This is an optimization exercise on Yosys and OpenROAD, whose aim is small area, not a production implementation.
In this exercise RTL edits were held to simulation tests only and were not proved equivalent to the original.
The flow treats the clock pin as an ideal source. Dropping or thinning the clock tree relies on that and would not hold on a real chip.
Power is estimated from default activity; no workload was simulated.

**constraint.sdc**
```tcl
create_clock -name core_clock -period 10.0 [get_ports {clock}]
set_input_delay 2.0000 -clock core_clock [delete_from_list [all_inputs] [get_ports {clock}]]
set_output_delay 2.0000 -clock core_clock [all_outputs]
set_load 0.01 [all_outputs]
```
**flow/collapse_clock.tcl**
```tcl
# POST_CTS hook: the design has few registers, so keep only K (4) of the H-tree's
# leaf buffers (the K that best cover the registers), drive every register
# from its nearest kept leaf buffer, and delete the other leaf buffers.
set K [expr {[info exists ::env(CLOCK_LEAVES)] ? $::env(CLOCK_LEAVES) : 4}]
set block [ord::get_db_block]
set root [$block findInst clkbuf_0_clock]
set rootOut [[$root findITerm X] getNet]
set leaves {}
set sinks {}
foreach it [$rootOut getITerms] {
  set inst [$it getInst]
  if {$inst eq $root} { continue }
  if {[string match "sky130_fd_sc_hd__clkbuf_*" [[$inst getMaster] getName]]} {
    lappend leaves $inst
    foreach s [[[$inst findITerm X] getNet] getITerms] {
      if {[$s getInst] ne $inst} { lappend sinks $s }
    }
  } else {
    lappend sinks $it
  }
}
proc loc {inst} {
  set b [$inst getBBox]
  return [list [expr {([$b xMin] + [$b xMax]) / 2}] [expr {([$b yMin] + [$b yMax]) / 2}]]
}
proc dist {a b} { expr {abs([lindex $a 0] - [lindex $b 0]) + abs([lindex $a 1] - [lindex $b 1])} }
proc combos {lst k} {
  if {$k == 0} { return [list {}] }
  if {[llength $lst] < $k} { return {} }
  set out {}
  set first [lindex $lst 0]
  foreach c [combos [lrange $lst 1 end] [expr {$k - 1}]] { lappend out [concat [list $first] $c] }
  foreach c [combos [lrange $lst 1 end] $k] { lappend out $c }
  return $out
}
set sinkLoc {}
foreach s $sinks { lappend sinkLoc [loc [$s getInst]] }
if {$K > [llength $leaves]} { set K [llength $leaves] }
set best {}
set bestCost -1
foreach c [combos $leaves $K] {
  set cost 0
  foreach sl $sinkLoc {
    set m -1
    foreach l $c { set d [dist $sl [loc $l]]; if {$m < 0 || $d < $m} { set m $d } }
    incr cost $m
  }
  if {$bestCost < 0 || $cost < $bestCost} { set bestCost $cost; set best $c }
}
# reassign every sink to its nearest kept leaf
foreach s $sinks sl $sinkLoc {
  set m -1
  set to {}
  foreach l $best { set d [dist $sl [loc $l]]; if {$m < 0 || $d < $m} { set m $d; set to $l } }
  set net [[$to findITerm X] getNet]
  if {[$s getNet] ne $net} { $s disconnect; $s connect $net }
}
set removed 0
foreach l $leaves {
  if {[lsearch -exact $best $l] >= 0} { continue }
  set out [[$l findITerm X] getNet]
  [$l findITerm A] disconnect
  [$l findITerm X] disconnect
  odb::dbInst_destroy $l
  odb::dbNet_destroy $out
  incr removed
}
# the root buffer now drives only the K leaf buffers: a small one will do
# (a narrower cell in the same place stays legal)
$root swapMaster [[ord::get_db] findMaster sky130_fd_sc_hd__clkbuf_2]
puts "collapse_clock: kept [llength $best] of [llength $leaves] leaf buffers, removed $removed, [llength $sinks] sinks"
detailed_placement
estimate_parasitics -placement
```
**design.v**
```verilog
module VendingMachine(
  input        clock,
  input        reset,
  input  [4:0] io_price,
  input        io_coin2Raw,
  input        io_coin5Raw,
  input        io_buyRaw,
  output       io_releaseCan,
  output       io_alarm,
  output [6:0] io_seg,
  output [3:0] io_an
);
  reg  [5:0] c2Deb, c5Deb, buyDeb;
  reg  [2:0] st;
  reg  [6:0] sum;
  reg  [7:0] numCan;
  reg  [7:0] scr;
  reg  [3:0] pos1, pos2;
  reg  [4:0] tick;
  reg  [1:0] sel;
  wire [5:0] c2Deb_n, c5Deb_n, buyDeb_n;
  wire [2:0] st_n;
  wire [6:0] sum_n;
  wire [7:0] numCan_n, scr_n;
  wire [3:0] pos1_n, pos2_n;
  wire [4:0] tick_n;
  wire [1:0] sel_n;
  wire       coin2, coin5, buy, alarm, empty;
  deb_next u_c2(.x(c2Deb), .raw(io_coin2Raw), .reset(reset), .nx(c2Deb_n), .on(coin2));
  deb_next u_c5(.x(c5Deb), .raw(io_coin5Raw), .reset(reset), .nx(c5Deb_n), .on(coin5));
  deb_next u_buy(.x(buyDeb), .raw(io_buyRaw), .reset(reset), .nx(buyDeb_n), .on(buy));
  ctrl_next u_ctrl(.st(st), .sum(sum), .numCan(numCan), .coin2(coin2), .coin5(coin5),
    .buy(buy), .price(io_price), .reset(reset), .st_n(st_n), .sum_n(sum_n),
    .numCan_n(numCan_n), .releaseCan(io_releaseCan), .alarm(alarm), .empty(empty));
  scroll_next u_scroll(.scr(scr), .pos1(pos1), .pos2(pos2), .alarm(alarm), .empty(empty),
    .reset(reset), .scr_n(scr_n), .pos1_n(pos1_n), .pos2_n(pos2_n));
  tick_next u_tick(.tick(tick), .sel(sel), .reset(reset), .tick_n(tick_n), .sel_n(sel_n),
    .an(io_an));
  disp u_disp(.alarm(alarm), .empty(empty), .pos1(pos1), .pos2(pos2), .sel(sel),
    .sum(sum), .price(io_price), .seg(io_seg));
  assign io_alarm = alarm;
  always @(posedge clock)
    if (reset) begin
      c2Deb  <= 6'h0;
      c5Deb  <= 6'h0;
      buyDeb <= 6'h0;
      st     <= 3'd1;
      sum    <= 7'h0;
      numCan <= 8'h3;
      scr    <= 8'h00;
      pos1   <= 4'h0;
      pos2   <= 4'h0;
      tick   <= 5'h01;
      sel    <= 2'h0;
    end else begin
      c2Deb  <= c2Deb_n;
      c5Deb  <= c5Deb_n;
      buyDeb <= buyDeb_n;
      st     <= st_n;
      sum    <= sum_n;
      numCan <= numCan_n;
      scr    <= scr_n;
      pos1   <= pos1_n;
      pos2   <= pos2_n;
      tick   <= tick_n;
      sel    <= sel_n;
    end
endmodule
module disp(
  input        alarm,
  input        empty,
  input  [3:0] pos1,
  input  [3:0] pos2,
  input  [1:0] sel,
  input  [6:0] sum,
  input  [4:0] price,
  output [6:0] seg
);
  wire [6:0] t, num;
  wire [3:0] pos = alarm ? pos2 : pos1;
  txtc u_t(.alarm(alarm), .pos(pos), .sel(sel), .y(t));
  numseg u_num(.sel(sel), .sum(sum), .price(price), .o(num));
  assign seg = ~((alarm | empty) ? t : num);
endmodule
module deb_next(x, raw, reset, nx, on);
  input [5:0] x;
  wire [5:0] x;
  input raw;
  wire raw;
  input reset;
  wire reset;
  output [5:0] nx;
  wire [5:0] nx;
  output on;
  wire on;
  wire _00_;
  wire _01_;
  wire _02_;
  wire _03_;
  wire _04_;
  wire _05_;
  wire _06_;
  wire _07_;
  assign _00_ = (~(reset));
  assign _01_ = (~(raw));
  assign nx[4] = ((_00_)&(_01_)&(x[3]));
  assign _02_ = (~(raw)&~(x[2]));
  assign nx[3] = (~(reset)&~(_02_));
  assign _03_ = (~(raw)&~(x[1]));
  assign nx[2] = (~(reset)&~(_03_));
  assign _04_ = (~(x[0]));
  assign nx[1] = (~(_01_)&~(reset)) | (~(_04_)&~(reset));
  assign _05_ = ((x[5])) | (~(x[0]));
  assign _06_ = (~(x[2])&~(x[1])&~(x[3])&~(x[4]));
  assign _07_ = ((_06_)) | (~(x[5])) | (~(_04_));
  assign nx[0] = (~(_01_)&~(reset)) | (~(_05_)&~(reset)) | (~(_07_)&~(reset));
  assign nx[5] = ((_00_)&(_01_)&(x[4]));
  assign on = ((x[5])) | (~(_06_));
endmodule
module ctrl_next(st, sum, numCan, coin2, coin5, buy, price, reset, st_n, sum_n, numCan_n, releaseCan, alarm, empty);
  input [2:0] st;
  wire [2:0] st;
  input [6:0] sum;
  wire [6:0] sum;
  input [7:0] numCan;
  wire [7:0] numCan;
  input coin2;
  wire coin2;
  input coin5;
  wire coin5;
  input buy;
  wire buy;
  input [4:0] price;
  wire [4:0] price;
  input reset;
  wire reset;
  output [2:0] st_n;
  wire [2:0] st_n;
  output [6:0] sum_n;
  wire [6:0] sum_n;
  output [7:0] numCan_n;
  wire [7:0] numCan_n;
  output releaseCan;
  wire releaseCan;
  output alarm;
  wire alarm;
  output empty;
  wire empty;
  wire _000_;
  wire _001_;
  wire _002_;
  wire _003_;
  wire _004_;
  wire _005_;
  wire _006_;
  wire _007_;
  wire _008_;
  wire _009_;
  wire _010_;
  wire _011_;
  wire _012_;
  wire _013_;
  wire _014_;
  wire _015_;
  wire _016_;
  wire _017_;
  wire _018_;
  wire _019_;
  wire _020_;
  wire _021_;
  wire _022_;
  wire _023_;
  wire _024_;
  wire _025_;
  wire _026_;
  wire _027_;
  wire _028_;
  wire _029_;
  wire _030_;
  wire _031_;
  wire _032_;
  wire _033_;
  wire _034_;
  wire _035_;
  wire _036_;
  wire _037_;
  wire _038_;
  wire _039_;
  wire _040_;
  wire _041_;
  wire _042_;
  wire _043_;
  wire _044_;
  wire _045_;
  wire _046_;
  wire _047_;
  wire _048_;
  wire _049_;
  wire _050_;
  wire _051_;
  wire _052_;
  wire _053_;
  wire _054_;
  wire _055_;
  wire _056_;
  wire _057_;
  wire _058_;
  wire _059_;
  wire _060_;
  wire _061_;
  wire _062_;
  wire _063_;
  wire _064_;
  wire _065_;
  wire _066_;
  wire _067_;
  wire _068_;
  wire _069_;
  wire _070_;
  wire _071_;
  wire _072_;
  wire _073_;
  wire _074_;
  wire _075_;
  wire _076_;
  wire _077_;
  wire _078_;
  wire _079_;
  assign _032_ = (~(buy));
  assign _033_ = (~(coin2)&~(coin5));
  assign _034_ = (~(numCan[3]));
  assign _035_ = (~(numCan[1]));
  assign _036_ = ((numCan[6])) | ((numCan[4])) | ((numCan[5])) | ((numCan[7]));
  assign _037_ = (~(numCan[0])&~(numCan[2])&~(_036_));
  assign _038_ = (~(_034_)) | (~(_035_)) | (~(_037_));
  assign empty = (~(_038_));
  assign _039_ = (~(st[2]));
  assign _040_ = ((price[4])) | (~(_039_));
  assign _041_ = ((price[3])) | (~(_039_));
  assign _042_ = (~(coin2));
  assign _043_ = (~(_042_)&~(_039_)) | (~(coin5)&~(_039_));
  assign _044_ = ((_039_)&(price[2])) | ((_043_));
  assign _045_ = (~(sum[0]));
  assign _046_ = (~(_045_)&~(_043_)) | (~(st[2])&~(price[0]));
  assign _047_ = (~(st[2])&~(price[1])) | (~(_039_)&~(_042_));
  assign _048_ = ((_046_)&(_047_));
  assign _049_ = (~(sum[1])&~(_048_)) | (~(_046_)&~(_047_));
  assign _050_ = (~(_044_)&~(_049_));
  assign _051_ = (~(_044_)) | (~(_049_));
  assign _052_ = (~(sum[2])&~(_050_)) | (~(_051_));
  assign _053_ = (~(_041_)&~(_052_));
  assign _054_ = (~(_041_)) | (~(_052_));
  assign _055_ = (~(sum[3])&~(_053_)) | (~(_054_));
  assign _056_ = (~(_040_)&~(_055_));
  assign _057_ = (~(sum[4])&~(_056_));
  assign _058_ = (~(_040_)&~(_057_)) | (~(_055_)&~(_057_));
  assign _059_ = (~(sum[5])&~(_058_)&~(sum[6])&~(_032_));
  assign _060_ = (~(_032_)&~(_059_)) | (~(_033_)&~(_059_)) | (~(empty)&~(_059_));
  assign _061_ = (~(st[1]));
  assign _062_ = (~(st[0]));
  assign _063_ = (~(_061_)) | (~(_062_));
  assign _064_ = (~(st[2])&~(_063_));
  assign _065_ = (~(_039_)&~(_061_)) | (~(_032_)&~(_061_));
  assign _066_ = (~(_064_)&~(_065_));
  assign _067_ = ((st[1])&(_066_)) | ((st[2])&(_066_)) | ((_060_)&(_066_));
  assign st_n[1] = (~(reset)&~(_067_));
  assign _068_ = (~(_032_)) | (~(_033_)) | (~(_038_));
  assign _069_ = (~(_061_)) | (~(_039_)) | (~(_068_));
  assign _070_ = (~(_059_)&~(_069_));
  assign _071_ = (~(st[0])&~(_066_));
  assign _072_ = (~(reset));
  assign st_n[0] = (~(_070_)&~(_071_)) | (~(_072_));
  assign _073_ = (~(_064_));
  assign _074_ = (~(numCan[0])&~(_073_));
  assign _075_ = (~(_035_)) | (~(_074_));
  assign _076_ = (~(numCan[2])&~(_075_));
  assign _077_ = (~(_034_)) | (~(_076_));
  assign _078_ = (~(numCan[4])&~(_077_));
  assign _079_ = (~(_078_));
  assign _000_ = (~(numCan[5])&~(_079_));
  assign _001_ = (~(_000_));
  assign _002_ = (~(numCan[6])&~(_001_));
  assign _003_ = (~(numCan[6])&~(_002_)) | (~(_001_)&~(_002_));
  assign numCan_n[6] = (~(reset)&~(_003_));
  assign _004_ = (~(numCan[5])&~(_000_)) | (~(_079_)&~(_000_));
  assign numCan_n[5] = (~(reset)&~(_004_));
  assign _005_ = (~(numCan[4])&~(_078_)) | (~(_077_)&~(_078_));
  assign numCan_n[4] = (~(reset)&~(_005_));
  assign _006_ = ((_034_)&(_077_)) | ((_076_)&(_077_));
  assign numCan_n[3] = (~(reset)&~(_006_));
  assign _007_ = (~(numCan[2])&~(_076_)) | (~(_075_)&~(_076_));
  assign numCan_n[2] = (~(reset)&~(_007_));
  assign numCan_n[1] = (~(_035_)&~(_074_)) | (~(_072_)) | (~(_075_));
  assign numCan_n[0] = ((numCan[0])&(_073_)) | ((reset)) | ((_074_));
  assign _008_ = (~(_040_)&~(_056_)&~(_063_)) | (~(_055_)&~(_056_)&~(_063_));
  assign _009_ = (~(_073_)) | (~(_058_)) | (~(_008_));
  assign _010_ = (~(_073_)&~(_058_)) | (~(_009_));
  assign _011_ = (~(sum[5])&~(_010_));
  assign sum_n[5] = (~(sum[5])&~(reset)&~(_011_)) | (~(_010_)&~(reset)&~(_011_));
  assign _012_ = (~(sum[4])&~(_008_)) | (~(_072_));
  assign sum_n[4] = (~(sum[4])&~(_012_)) | (~(_008_)&~(_012_));
  assign _013_ = (~(_063_)&~(_053_));
  assign _014_ = (~(_054_)&~(sum[3])) | (~(_013_)&~(sum[3]));
  assign sum_n[3] = (~(_054_)&~(_014_)&~(reset)) | (~(_013_)&~(_014_)&~(reset)) | (~(sum[3])&~(_014_)&~(reset));
  assign _015_ = (~(_063_)&~(_050_));
  assign _016_ = (~(_051_)&~(sum[2])) | (~(_015_)&~(sum[2]));
  assign sum_n[2] = (~(_051_)&~(reset)&~(_016_)) | (~(_015_)&~(reset)&~(_016_)) | (~(sum[2])&~(reset)&~(_016_));
  assign _017_ = (~(_046_)&~(_047_));
  assign _018_ = (~(_063_)&~(_017_)&~(_048_));
  assign _019_ = (~(sum[1])&~(_018_));
  assign sum_n[1] = (~(sum[1])&~(reset)&~(_019_)) | (~(_018_)&~(reset)&~(_019_));
  assign _020_ = (~(_063_)&~(_043_));
  assign _021_ = (~(st[2])&~(price[0])) | (~(_020_));
  assign _022_ = (~(_045_)&~(_021_));
  assign sum_n[0] = (~(_045_)&~(reset)&~(_022_)) | (~(_021_)&~(reset)&~(_022_));
  assign _023_ = (~(_061_)) | (~(st[0])) | (~(_033_));
  assign releaseCan = (~(st[2])&~(st[0]));
  assign _024_ = (~(buy)&~(releaseCan)&~(_069_));
  assign _025_ = (~(st[2])&~(_024_)) | (~(_023_)&~(_024_));
  assign st_n[2] = (~(reset)&~(_025_));
  assign _026_ = (~(numCan[7])&~(_002_));
  assign numCan_n[7] = (~(numCan[7])&~(reset)&~(_026_)) | (~(_002_)&~(reset)&~(_026_));
  assign _027_ = (~(sum[5]));
  assign _028_ = (~(_058_));
  assign _029_ = (~(sum[5])&~(_028_)) | (~(_027_)&~(_058_)) | (~(_010_));
  assign _030_ = (~(sum[6])&~(_029_));
  assign _031_ = (~(sum[6])&~(_030_)) | (~(_029_)&~(_030_));
  assign sum_n[6] = (~(reset)&~(_031_));
  assign alarm = (~(_061_)&~(_062_));
endmodule
module scroll_next(scr, pos1, pos2, alarm, empty, reset, scr_n, pos1_n, pos2_n);
  input [7:0] scr;
  wire [7:0] scr;
  input [3:0] pos1;
  wire [3:0] pos1;
  input [3:0] pos2;
  wire [3:0] pos2;
  input alarm;
  wire alarm;
  input empty;
  wire empty;
  input reset;
  wire reset;
  output [7:0] scr_n;
  wire [7:0] scr_n;
  output [3:0] pos1_n;
  wire [3:0] pos1_n;
  output [3:0] pos2_n;
  wire [3:0] pos2_n;
  wire _00_;
  wire _01_;
  wire _02_;
  wire _03_;
  wire _04_;
  wire _05_;
  wire _06_;
  wire _07_;
  wire _08_;
  wire _09_;
  wire _10_;
  wire _11_;
  wire _12_;
  wire _13_;
  wire _14_;
  wire _15_;
  wire _16_;
  wire _17_;
  wire _18_;
  wire _19_;
  wire _20_;
  wire _21_;
  wire _22_;
  wire _23_;
  wire _24_;
  wire _25_;
  wire _26_;
  wire _27_;
  wire _28_;
  wire _29_;
  wire _30_;
  wire _31_;
  wire _32_;
  wire _33_;
  wire _34_;
  wire _35_;
  assign _00_ = (~(reset));
  assign _01_ = (~(scr[3])) | (~(scr[7])) | (~(scr[6]));
  assign _02_ = (~(_01_)&(pos2[0]));
  assign _03_ = (~(pos2[1])) | (~(_02_));
  assign _04_ = (~(_00_)) | (~(_03_));
  assign _05_ = (~(pos2[3])&~(_03_)&~(reset));
  assign _06_ = (~(pos2[2])&~(_05_));
  assign pos2_n[2] = (~(pos2[2])&~(_06_)) | (~(_04_)&~(_06_));
  assign _07_ = (~(pos2[1])&~(_02_));
  assign pos2_n[1] = (~(_04_)&~(_07_));
  assign _08_ = (~(_01_));
  assign _09_ = (~(pos2[0])&~(_08_));
  assign pos2_n[0] = (~(reset)&~(_09_)&~(_02_));
  assign _10_ = (~(pos1[1]));
  assign _11_ = (~(pos1[0])) | (~(_08_));
  assign _12_ = (~(_10_)&~(_11_));
  assign _13_ = ((pos1[2])&(_12_));
  assign _14_ = (~(pos1[2])&~(_12_));
  assign _15_ = (~(pos1[2])) | (~(pos1[1])) | (~(pos1[3]));
  assign _16_ = (~(_01_)&~(_15_)) | (~(_00_));
  assign pos1_n[2] = (~(_13_)&~(_14_)&~(_16_));
  assign pos1_n[1] = (~(_10_)&~(_12_)&~(_16_)) | (~(_11_)&~(_12_)&~(_16_));
  assign _17_ = (~(pos1[0])&~(_08_)) | (~(_11_));
  assign pos1_n[0] = (~(_16_)&~(_17_));
  assign _18_ = (~(alarm)&~(empty));
  assign _19_ = (~(_18_)&(scr[0]));
  assign _20_ = ((scr[1])&(_19_)&(scr[2]));
  assign _21_ = ((scr[3])&(_20_)&(scr[4]));
  assign _22_ = ((scr[5])&(_21_));
  assign _23_ = (~(scr[6])&~(_22_));
  assign _24_ = (~(_01_)&~(_18_)) | (~(_00_));
  assign _25_ = ((scr[5])&(_21_)&(scr[6]));
  assign scr_n[6] = (~(_23_)&~(_24_)&~(_25_));
  assign _26_ = (~(scr[5])&~(_21_));
  assign scr_n[5] = (~(_24_)&~(_26_)&~(_22_));
  assign _27_ = ((scr[3])&(_20_));
  assign _28_ = (~(scr[4])&~(_27_));
  assign scr_n[4] = (~(_24_)&~(_28_)&~(_21_));
  assign _29_ = (~(scr[3])&~(_20_));
  assign scr_n[3] = (~(_24_)&~(_29_)&~(_27_));
  assign _30_ = ((scr[1])&(_19_));
  assign _31_ = (~(scr[2])&~(_30_));
  assign scr_n[2] = (~(_24_)&~(_31_)&~(_20_));
  assign _32_ = (~(scr[1])&~(_19_));
  assign scr_n[1] = (~(_24_)&~(_32_)&~(_30_));
  assign _33_ = (~(alarm)&~(empty)&~(scr[0]));
  assign scr_n[0] = (~(_24_)&~(_33_)&~(_19_));
  assign pos2_n[3] = ((_00_)&(_03_)&(pos2[3])) | ((pos2[2])&(_05_));
  assign _34_ = (~(pos1[3])&~(_13_));
  assign pos1_n[3] = (~(_16_)&~(_34_));
  assign _35_ = (~(scr[7])&~(_25_));
  assign scr_n[7] = (~(_24_)&~(_35_));
endmodule
module tick_next(tick, sel, reset, tick_n, sel_n, an);
  input [4:0] tick;
  wire [4:0] tick;
  input [1:0] sel;
  wire [1:0] sel;
  input reset;
  wire reset;
  output [4:0] tick_n;
  wire [4:0] tick_n;
  output [1:0] sel_n;
  wire [1:0] sel_n;
  output [3:0] an;
  wire [3:0] an;
  wire _00_;
  wire _01_;
  wire _02_;
  wire _03_;
  wire _04_;
  wire _05_;
  wire _06_;
  wire _07_;
  wire _08_;
  assign _00_ = (~(sel[0]));
  assign _01_ = (~(tick[0]));
  assign _02_ = (~(tick[2]));
  assign _03_ = (~(_02_)&~(tick[4]));
  assign _04_ = (~(tick[1])) | (~(_01_)) | (~(_03_));
  assign _05_ = (~(_00_)&~(_04_));
  assign sel_n[0] = (~(_00_)&~(reset)&~(_05_)) | (~(_04_)&~(reset)&~(_05_));
  assign _06_ = ((reset)) | (~(_04_));
  assign tick_n[3] = (~(_02_)&~(_06_));
  assign tick_n[2] = (~(_06_)&(tick[1]));
  assign tick_n[1] = (~(reset)&~(_01_));
  assign tick_n[0] = ((_02_)&(tick[4])) | ((reset)) | ((_03_));
  assign _07_ = (~(sel[1]));
  assign an[1] = (~(sel[0])) | (~(_07_));
  assign an[0] = (~(_00_)) | (~(_07_));
  assign an[2] = (~(_00_)) | (~(sel[1]));
  assign an[3] = (~(sel[0])) | (~(sel[1]));
  assign _08_ = (~(sel[1])&~(_05_));
  assign sel_n[1] = (~(sel[1])&~(_08_)&~(reset)) | (~(_05_)&~(_08_)&~(reset));
  assign tick_n[4] = (~(_06_)&(tick[3]));
endmodule
module txtc(alarm, pos, sel, y);
  input alarm;
  wire alarm;
  input [3:0] pos;
  wire [3:0] pos;
  input [1:0] sel;
  wire [1:0] sel;
  output [6:0] y;
  wire [6:0] y;
  wire _00_;
  wire _01_;
  wire _02_;
  wire _03_;
  wire _04_;
  wire _05_;
  wire _06_;
  wire _07_;
  wire _08_;
  wire _09_;
  wire _10_;
  wire _11_;
  wire _12_;
  wire _13_;
  wire _14_;
  wire _15_;
  wire _16_;
  wire _17_;
  wire _18_;
  wire _19_;
  wire _20_;
  wire _21_;
  wire _22_;
  wire _23_;
  wire _24_;
  wire _25_;
  wire _26_;
  wire _27_;
  wire _28_;
  wire _29_;
  wire _30_;
  wire _31_;
  wire _32_;
  wire _33_;
  wire _34_;
  wire _35_;
  wire _36_;
  wire _37_;
  wire _38_;
  wire _39_;
  wire _40_;
  assign _00_ = (~(sel[1]));
  assign _01_ = (~(pos[1])&~(_00_));
  assign _02_ = (~(pos[1])) | (~(_00_));
  assign _03_ = (~(pos[1])&~(_00_)) | (~(_02_));
  assign _04_ = (~(sel[0]));
  assign _05_ = (~(pos[0])&~(_03_)&~(_04_));
  assign _06_ = (~(_01_)&~(_05_));
  assign _07_ = (~(pos[2])&~(_06_));
  assign _08_ = ((pos[2])&(_06_));
  assign _09_ = (~(_07_)&~(_08_));
  assign _10_ = (~(pos[3])&~(_08_));
  assign _11_ = (~(_10_));
  assign _12_ = (~(_04_)&~(pos[0]));
  assign _13_ = (~(_04_)&~(_12_)) | (~(pos[0])&~(_12_));
  assign _14_ = (~(_13_));
  assign _15_ = (~(_03_)&~(_14_));
  assign _16_ = (~(pos[3]));
  assign _17_ = (~(_16_)&~(_07_));
  assign _18_ = (~(_17_));
  assign _19_ = (~(_11_)&~(_15_)) | (~(_18_));
  assign _20_ = (~(_09_)&(_19_));
  assign _21_ = (~(_04_)&~(_05_)) | (~(pos[0])&~(_05_)) | (~(_03_)&~(_05_));
  assign _22_ = (~(_21_));
  assign _23_ = (~(_17_)&~(_22_));
  assign _24_ = (~(_09_)&~(_13_));
  assign _25_ = (~(_11_)&~(_14_));
  assign _26_ = (~(alarm)&~(_24_)&~(_25_));
  assign _27_ = (~(alarm)&~(_26_)) | (~(_23_)&~(_26_));
  assign y[5] = (~(_20_)&~(_27_));
  assign _28_ = (~(_15_));
  assign _29_ = (~(alarm)&~(_21_));
  assign _30_ = (~(alarm)&~(_29_)&~(_19_)) | (~(_28_)&~(_29_)&~(_19_)) | (~(_21_)&~(_29_)&~(_19_));
  assign _31_ = (~(_10_)&~(_28_)) | (~(y[5]));
  assign _32_ = (~(_31_));
  assign _33_ = (~(y[5])&~(_30_));
  assign y[4] = (~(_30_)&~(_33_)) | (~(_32_)&~(_33_));
  assign _34_ = (~(_02_));
  assign _35_ = (~(_16_)&~(_14_));
  assign _36_ = (~(_35_));
  assign y[3] = (~(pos[2])&~(_34_)&~(_36_)) | (~(_31_)&~(_35_));
  assign _37_ = (~(alarm)&~(_19_));
  assign _38_ = (~(_32_)&~(_37_)) | (~(_23_));
  assign y[2] = (~(_38_));
  assign _39_ = (~(_28_)&~(_20_));
  assign _40_ = (~(pos[2])&~(alarm)) | (~(_39_));
  assign y[1] = (~(_37_)&~(_38_)) | (~(_40_));
  assign y[0] = (~(_31_)&~(pos[3])&~(_25_)) | (~(_31_)&~(_22_)&~(_25_)) | (~(_40_)&~(pos[3])&~(_25_)) | (~(_40_)&~(_22_)&~(_25_));
  assign y[6] = (~(_18_)&~(_31_)) | ((_30_));
endmodule
module numseg(sel, sum, price, o);
  input [1:0] sel;
  wire [1:0] sel;
  input [6:0] sum;
  wire [6:0] sum;
  input [4:0] price;
  wire [4:0] price;
  output [6:0] o;
  wire [6:0] o;
  wire _000_;
  wire _001_;
  wire _002_;
  wire _003_;
  wire _004_;
  wire _005_;
  wire _006_;
  wire _007_;
  wire _008_;
  wire _009_;
  wire _010_;
  wire _011_;
  wire _012_;
  wire _013_;
  wire _014_;
  wire _015_;
  wire _016_;
  wire _017_;
  wire _018_;
  wire _019_;
  wire _020_;
  wire _021_;
  wire _022_;
  wire _023_;
  wire _024_;
  wire _025_;
  wire _026_;
  wire _027_;
  wire _028_;
  wire _029_;
  wire _030_;
  wire _031_;
  wire _032_;
  wire _033_;
  wire _034_;
  wire _035_;
  wire _036_;
  wire _037_;
  wire _038_;
  wire _039_;
  wire _040_;
  wire _041_;
  wire _042_;
  wire _043_;
  wire _044_;
  wire _045_;
  wire _046_;
  wire _047_;
  wire _048_;
  wire _049_;
  wire _050_;
  wire _051_;
  wire _052_;
  wire _053_;
  wire _054_;
  wire _055_;
  wire _056_;
  assign _000_ = (~(sel[1]));
  assign _001_ = (~(_000_)&~(sum[0]));
  assign _002_ = (~(sel[1])&~(price[0]));
  assign _003_ = (~(sel[1])) | (~(sum[6]));
  assign _004_ = (~(sum[4])&~(_003_)&~(sum[5]));
  assign _005_ = (~(_000_)&~(sum[6]));
  assign _006_ = (~(sum[5])) | (~(_005_));
  assign _007_ = (~(sum[3])&~(_006_)&~(sum[4]));
  assign _008_ = (~(_006_)&~(_007_));
  assign _009_ = (~(_004_)&~(_008_));
  assign _010_ = (~(_000_)&~(sum[3])) | (~(sel[1])&~(price[3]));
  assign _011_ = (~(_009_)&~(_010_));
  assign _012_ = (~(_009_)&~(_011_)) | (~(_010_)&~(_011_));
  assign _013_ = (~(sum[4])&~(_005_));
  assign _014_ = (~(sum[4])&~(_013_)) | (~(_003_)&~(_013_));
  assign _015_ = (~(sel[1])&~(price[4]));
  assign _016_ = (~(_014_)&~(_015_));
  assign _017_ = (~(sum[3])&~(_006_)) | (~(_016_));
  assign _018_ = (~(_000_)&~(sum[2])) | (~(sel[1])&~(price[2]));
  assign _019_ = (~(_018_));
  assign _020_ = (~(_012_)&~(_017_)&~(_019_));
  assign _021_ = (~(_003_)&~(_020_)&(sum[5]));
  assign _022_ = (~(sel[0])&~(_021_));
  assign _023_ = (~(_022_));
  assign _024_ = (~(_004_)&~(_007_));
  assign _025_ = (~(_017_)&~(_020_)) | (~(_024_));
  assign _026_ = (~(_025_));
  assign _027_ = (~(_019_)&~(_026_));
  assign _028_ = (~(_000_)&~(sum[1])) | (~(sel[1])&~(price[1]));
  assign _029_ = ((_027_)) | ((_028_));
  assign _030_ = (~(_012_)) | (~(_029_));
  assign _031_ = (~(_018_)&~(_025_));
  assign _032_ = (~(_019_)&~(_017_)) | (~(_024_));
  assign _033_ = (~(_012_)&~(_032_)) | (~(_030_)&~(_031_));
  assign _034_ = ((_021_)) | (~(sel[0]));
  assign _035_ = (~(_001_)&~(_002_)&~(_023_)) | (~(_033_)&~(_034_));
  assign _036_ = (~(_019_)&~(_017_));
  assign _037_ = ((_012_)&(_036_)) | ((_029_)&(_036_)) | ((_012_)&(_030_)) | ((_029_)&(_030_));
  assign _038_ = (~(_033_));
  assign _039_ = (~(_028_)) | (~(_038_));
  assign _040_ = (~(_039_));
  assign _041_ = (~(_028_)&~(_038_));
  assign _042_ = (~(_040_)&~(_041_));
  assign _043_ = (~(_026_)&~(_034_)) | (~(_023_)&~(_042_));
  assign _044_ = (~(_043_));
  assign _045_ = (~(_003_)&~(_034_)) | (~(_023_)&~(_037_)) | (~(_044_));
  assign _046_ = (~(_045_));
  assign _047_ = (~(_027_)&~(_031_));
  assign _048_ = (~(_039_)&~(_047_));
  assign _049_ = (~(_027_)&~(_031_)&~(_040_));
  assign _050_ = (~(_023_)&~(_048_)&~(_049_)) | (~(_009_)&~(_022_));
  assign o[4] = (~(_045_)&~(_050_)) | (~(_035_)&~(_046_));
  assign _051_ = (~(_050_));
  assign _052_ = (~(_035_)&~(_051_));
  assign _053_ = (~(_035_)&~(_052_)) | (~(_051_)&~(_052_));
  assign _054_ = (~(_043_)&~(_053_));
  assign _055_ = (~(_044_)&~(_052_));
  assign o[5] = (~(_055_));
  assign _056_ = (~(_051_)&~(o[5]));
  assign o[3] = (~(_054_)&~(_056_));
  assign o[2] = (~(_035_)&~(_055_)) | (~(o[4]));
  assign o[1] = (~(_035_)&~(_045_)) | (~(_046_)&~(_052_));
  assign o[0] = ((_053_)) | (~(_046_));
  assign o[6] = (~(_046_)&~(_056_)) | (~(_051_)&~(_056_));
endmodule
```
**config.mk**
```make
export PLATFORM = sky130hd
export DESIGN_NAME = VendingMachine
export DESIGN_NICKNAME = VendingMachine
export VERILOG_FILES = /design/flow/design.v
export SDC_FILE = /design/flow/constraint.sdc
export NUM_CORES = 4
export LEC_CHECK = 0
export CAP_MARGIN = 20
export CORE_MARGIN = 2
export CORE_UTILIZATION = 60
export GPL_TIMING_DRIVEN = 0
export SLEW_MARGIN = 20
```
**flow/run.sh**
```bash
#!/bin/bash
# Own layout flow: the standard layout (standard.sh) with these changes:
#  - synthesis leaves adders to ABC (no extract_fa / adder cells) and maps
#    the logic with an area-only ABC script (dch, amap, mfs2; no timing-driven
#    buffering or up-sizing; the 10 ns clock leaves ample slack),
#  - ports are buffered with sky130_fd_sc_hd__buf_1,
#  - the clock tree keeps only 4 of its leaf buffers, with a small root buffer
#    (collapse_clock.tcl).
# Each make run's full output goes to its own log file in the work folder.
set -euo pipefail
W=$PWD
F=$W/flow

# synthesis script: the standard flow's own, with the abc call pointed at our ABC script
{
  echo 'proc abc {args} {'
  echo '  set i [lsearch -exact $args -script]'
  echo "  if {\$i >= 0} { lset args [expr {\$i + 1}] $F/abc_min.script }"
  echo '  yosys abc {*}$args'
  echo '}'
  cat "$W/synth_recipe.tcl"
} > "$W/own_synth.tcl"

EXTRA=(
  "SYNTH_SCRIPT=$W/own_synth.tcl"
  "ADDER_MAP_FILE="
  "BUFFER_PORTS_ARGS=-buffer_cell sky130_fd_sc_hd__buf_1"
  "CTS_ARGS=-sink_clustering_enable -repair_clock_nets -dont_use_dummy_load -buf_list sky130_fd_sc_hd__clkbuf_8 -root_buf sky130_fd_sc_hd__clkbuf_8 -apply_ndr none"
  "POST_CTS_TCL=$F/collapse_clock.tcl"
)

bash "$W/standard.sh" "${EXTRA[@]}" synth > "$W/synth.log" 2>&1
bash "$W/standard.sh" "${EXTRA[@]}" finish > "$W/layout.log" 2>&1
test -s "$W/out/final.def"
```
**flow/abc_min.script**
```
strash; dch -f; amap; mfs2; strash; dch -f; amap; topo
```
**standard.sh**
```bash
#!/bin/bash
# synth_recipe.tcl (not shown) runs the flow's synth.tcl, then flattens the netlist and writes it again
# the make line also repeats each setting of config.mk as NAME=value (left out here)
make -C /OpenROAD-flow-scripts/flow DESIGN_CONFIG=/design/flow/config.mk WORK_HOME=/design/flow/orfs CLKGATE_MAP_FILE= SYNTH_SCRIPT=/design/flow/synth_recipe.tcl "${@:-finish}"
```
==> summary.md <==
| Metric | Value |
|---|---|
| Worst Path Arrival | ~5.7 ns |
| Pre-Repair DR Iteration Count | 4 |
| Total GRT Usage | 22.7% |
| Final hold violations | 0 |
| Fill count | approximately 400 |
| Measured slew at the worst slew-check pin | ~0.80 ns |
| Via count of the first global-routing pass | between 2000 and 2500 |
| First-pass GRT wire length | around 10000 um |
| Die height | ~72 um |
| Clk_skew | 0.0339 ns |
| Post-synth design cell area | 2800 um^2 |
| Overflow after GRT | 0 |
| Synth cell types | 29 |
| Relative slew slack | 45.8% |
| 1st-iter DRT viols | 123 |
| I/O Buffers | 22 |
| RSZ-0062 raised after global routing | no |
| Top-area cell type share of the netlist area | between 40% and 50% |
| Clock transition at path regs | roughly 0.10 ns |
| Synth Area per Inst | 7.18 um^2 |
| Hold Path Class | flip-flop to flip-flop |
| Tcrit/Tclk final | 76.6% |
| R2R setup slack | 6.15 ns |
| Highest net fanout along the worst path | 13 |
| Worst path required time | 8.00 ns |
| DP HPWL | 4200 um |
| # clock sinks | between 50 and 60 |
| Total power | 647 uW |
| Full die area | 5230 um^2 |
| Routed via count | 2645 |
| Clock period minus worst slack | 7.66 ns |
| Ys flop type | dfxtp_1 |
| Largest net degree at the start of global routing | 34 |
| Critical path endpoint category | output pin |
| Post-synthesis register bit count | 59 |
| Routed len/inst | 12.1 um |
| GP Congestion | 0.920 |
| Initial Utilization | approximately 63% |
| Peak VDD IR | 0.133 mV |
| Top Ports | 23 |
| Area Growth Syn to Fin | 7.46% |
| Ant diodes | 0 |
| Core Area | between 4000 and 5000 um^2 |
| Skew-Pair Late Insertion Delay | 0.41 ns |
| Ys Warns | 1 |
| # setup viols final | 0 |
| Maxcap violations | 0 |
| Mapped Cells | 390 |
| Post-synth top area cell | dfxtp_1 |
| CP startpoint kind | flip-flop |
| Vias/cell | 5.64 |
| Setup TNS Final | 0 ns |
| Seq/Total Area, Yosys | 42.2% |
| Initial antenna violation count | 0 |
| Post-synth ARST share | 0% |
| Die width | 72.3 um |
| Fmax | 131 MHz |
| Critical path class | flip-flop to output pin |
| DRC | 0 |
| Post-DRT Antenna Nets | 0 |
| Syn_nets | 400 |
| # rows | 24 |
| Final WL | 5660 um |
| NumNets Final | 429 |
| Number of synthesized flops with an enable pin | 0 |
| Slew Limit Fails | 0 |
| Synth area leaders | dfxtp_1, nor2_1, clkinv_1 |
| Status | finished clean |
| P_leak | 1.07 nW |
| Pwr Density | 215 nW/um^2 |
| Share of cells above drive strength 1 | between 1 and 1.5% |
==> critical path, stage by stage, from the launching register on <==
cell      delay [ns]
dfxtp_1         0.63
clkinv_1        0.41
or4_1           0.63
nor2_1          0.15
clkinv_1        0.08
a31oi_1         0.30
nor2_1          0.09
a21oi_1         0.25
nor3_1          0.12
o21ai_0         0.24
clkinv_1        0.12
nor2_1          0.13
or2_0           0.16
nand2_1         0.08
o32ai_1         0.20
clkinv_1        0.14
nand2_1         0.12
nor2_1          0.05
o32ai_1         0.48
nand2_1         0.18
nand2_1         0.11
clkinv_1        0.09
nand2_1         0.08
nand2_1         0.07
a21oi_1         0.15
a31oi_1         0.05
buf_1           0.14
==> stage by stage <==
stage	cells	setup slack (ns)	utilization [%]	hold slack [ns]	instance area (um^2)
global placement	464	2.85	66.8	0.405	2950
floorplan	390	3.40	-	0.397	2800
global route	469	1.65	68.2	0.453	3010
finish	469	2.34	68.2	0.428	3010
detailed placement	464	2.74	66.8	0.416	2950
==> state kept, by name, indices dropped and copies added (netlist names) <==
signal  cells
numCan      8
scr         8
sum         7
buyDeb      6
c2Deb       6
c5Deb       6
tick        5
pos1        4
pos2        4
st          3
sel         2
==> cell type report <==
class | count | area, um^2 | share of cell area [%]
clock buffer | 5 | 60.1 | 2.00
inverter | 51 | 191 | 6.36
multi-input combinational | 280 | 1430 | 47.5
sequential | 59 | 1180 | 39.2
tap | 52 | 65.1 | 2.16
timing repair buffer | 22 | 83.8 | 2.78
==> final timing paths <==
| path | from | to | cells after the start |
|---|---|---|---|
| worst min register to register | tick[0] | tick[1] | 2 |
| worst max register to register | c2Deb[2] | sum[6] | 18 |
| worst min-delay path | tick[0] | tick[1] | 2 |
| worst max-delay path | sel[1] | io_seg[3] | 26 |
==> power by group <==
part / internal, mW / switching (mW)
logic: 0.0940 / 0.167
clock network: 0.0384 / 0.0667
registers: 0.258 / 0.0224
==> synth_stat cells, drive strengths merged (4+ instances only) <==
library cell / n
nor2: 90
dfxtp: 59
clkinv: 51
nand2: 27
o21ai: 27
a21oi: 23
o22ai: 18
nor3: 17
and3: 10
a211oi: 9
a31oi: 6
and2: 6
nor2b: 6
o21a: 6
nand3: 4
nor4: 4
or2: 4
==> cells in the final DEF (no fill, tap or decap), types with 2 or more instances in the layout <==
cell | netlist | routed
nor2_1 | 90 | 90
o221ai_1 | 3 | 3
a211oi_1 | 9 | 9
o21ai_0 | 27 | 27
nor4_1 | 4 | 4
nor2b_1 | 6 | 6
or2_0 | 4 | 4
a311oi_1 | 2 | 2
nand3_1 | 4 | 4
a31oi_1 | 6 | 6
o32ai_1 | 2 | 2
nor3_1 | 17 | 17
o211ai_1 | 2 | 2
dfxtp_1 | 59 | 59
o21a_1 | 6 | 6
nand2_1 | 27 | 27
clkbuf_8 | 0 | 4
nand4_1 | 2 | 2
or3_1 | 3 | 3
and3_1 | 10 | 10
and2_0 | 6 | 6
o22ai_1 | 18 | 18
or4_1 | 2 | 2
a21oi_1 | 23 | 23
a221oi_1 | 2 | 2
clkinv_1 | 51 | 51
a211o_1 | 2 | 2
buf_1 | 0 | 21
==> kinds of logic after synthesis <==
kind of cell | Yosys count | share of synthesized area (%)
buf+inv | 51 | 6.83
flops | 59 | 42.2
simple gates | 175 | 27.8
compound gates | 105 | 23.2
==> layer usage <==
layer	vias to the layer above	routed length, um	track usage [%]
li1	1423	-	-
met1	1176	2840	30.5
met2	40	2580	41.3
met3	6	159	1.25
met4	0	84	3.14
met5	-	0	0

==> what the ideal ports hide <==
The results above use ideal ports. As a check the final layout listed here was re-extracted and re-timed, cells and wires unchanged. Step 1, drivers: a clkbuf_16 drives clock and a buf_2 each remaining input, both assumed. Step 2 adds t to the input delays and takes it off the output delays; t is the mean of the earliest and latest rising clock arrival at the registers after step 1. Input paths then give back, and output paths get back, about the clock's delay inside the block. Slacks: ideal ports / drivers / drivers and shift; pairs: ideal ports / drivers.
t, ns: 0.412
setup WS [ns]: 2.342 / 2.318 / 2.679
worst setup path after step 2: input to output
worst data-port slew with drivers (ns): 0.03
After both steps setup and hold are still met in this run. The setup slack of this run moves by -0.024 ns with the drivers and by +0.337 ns with both steps.
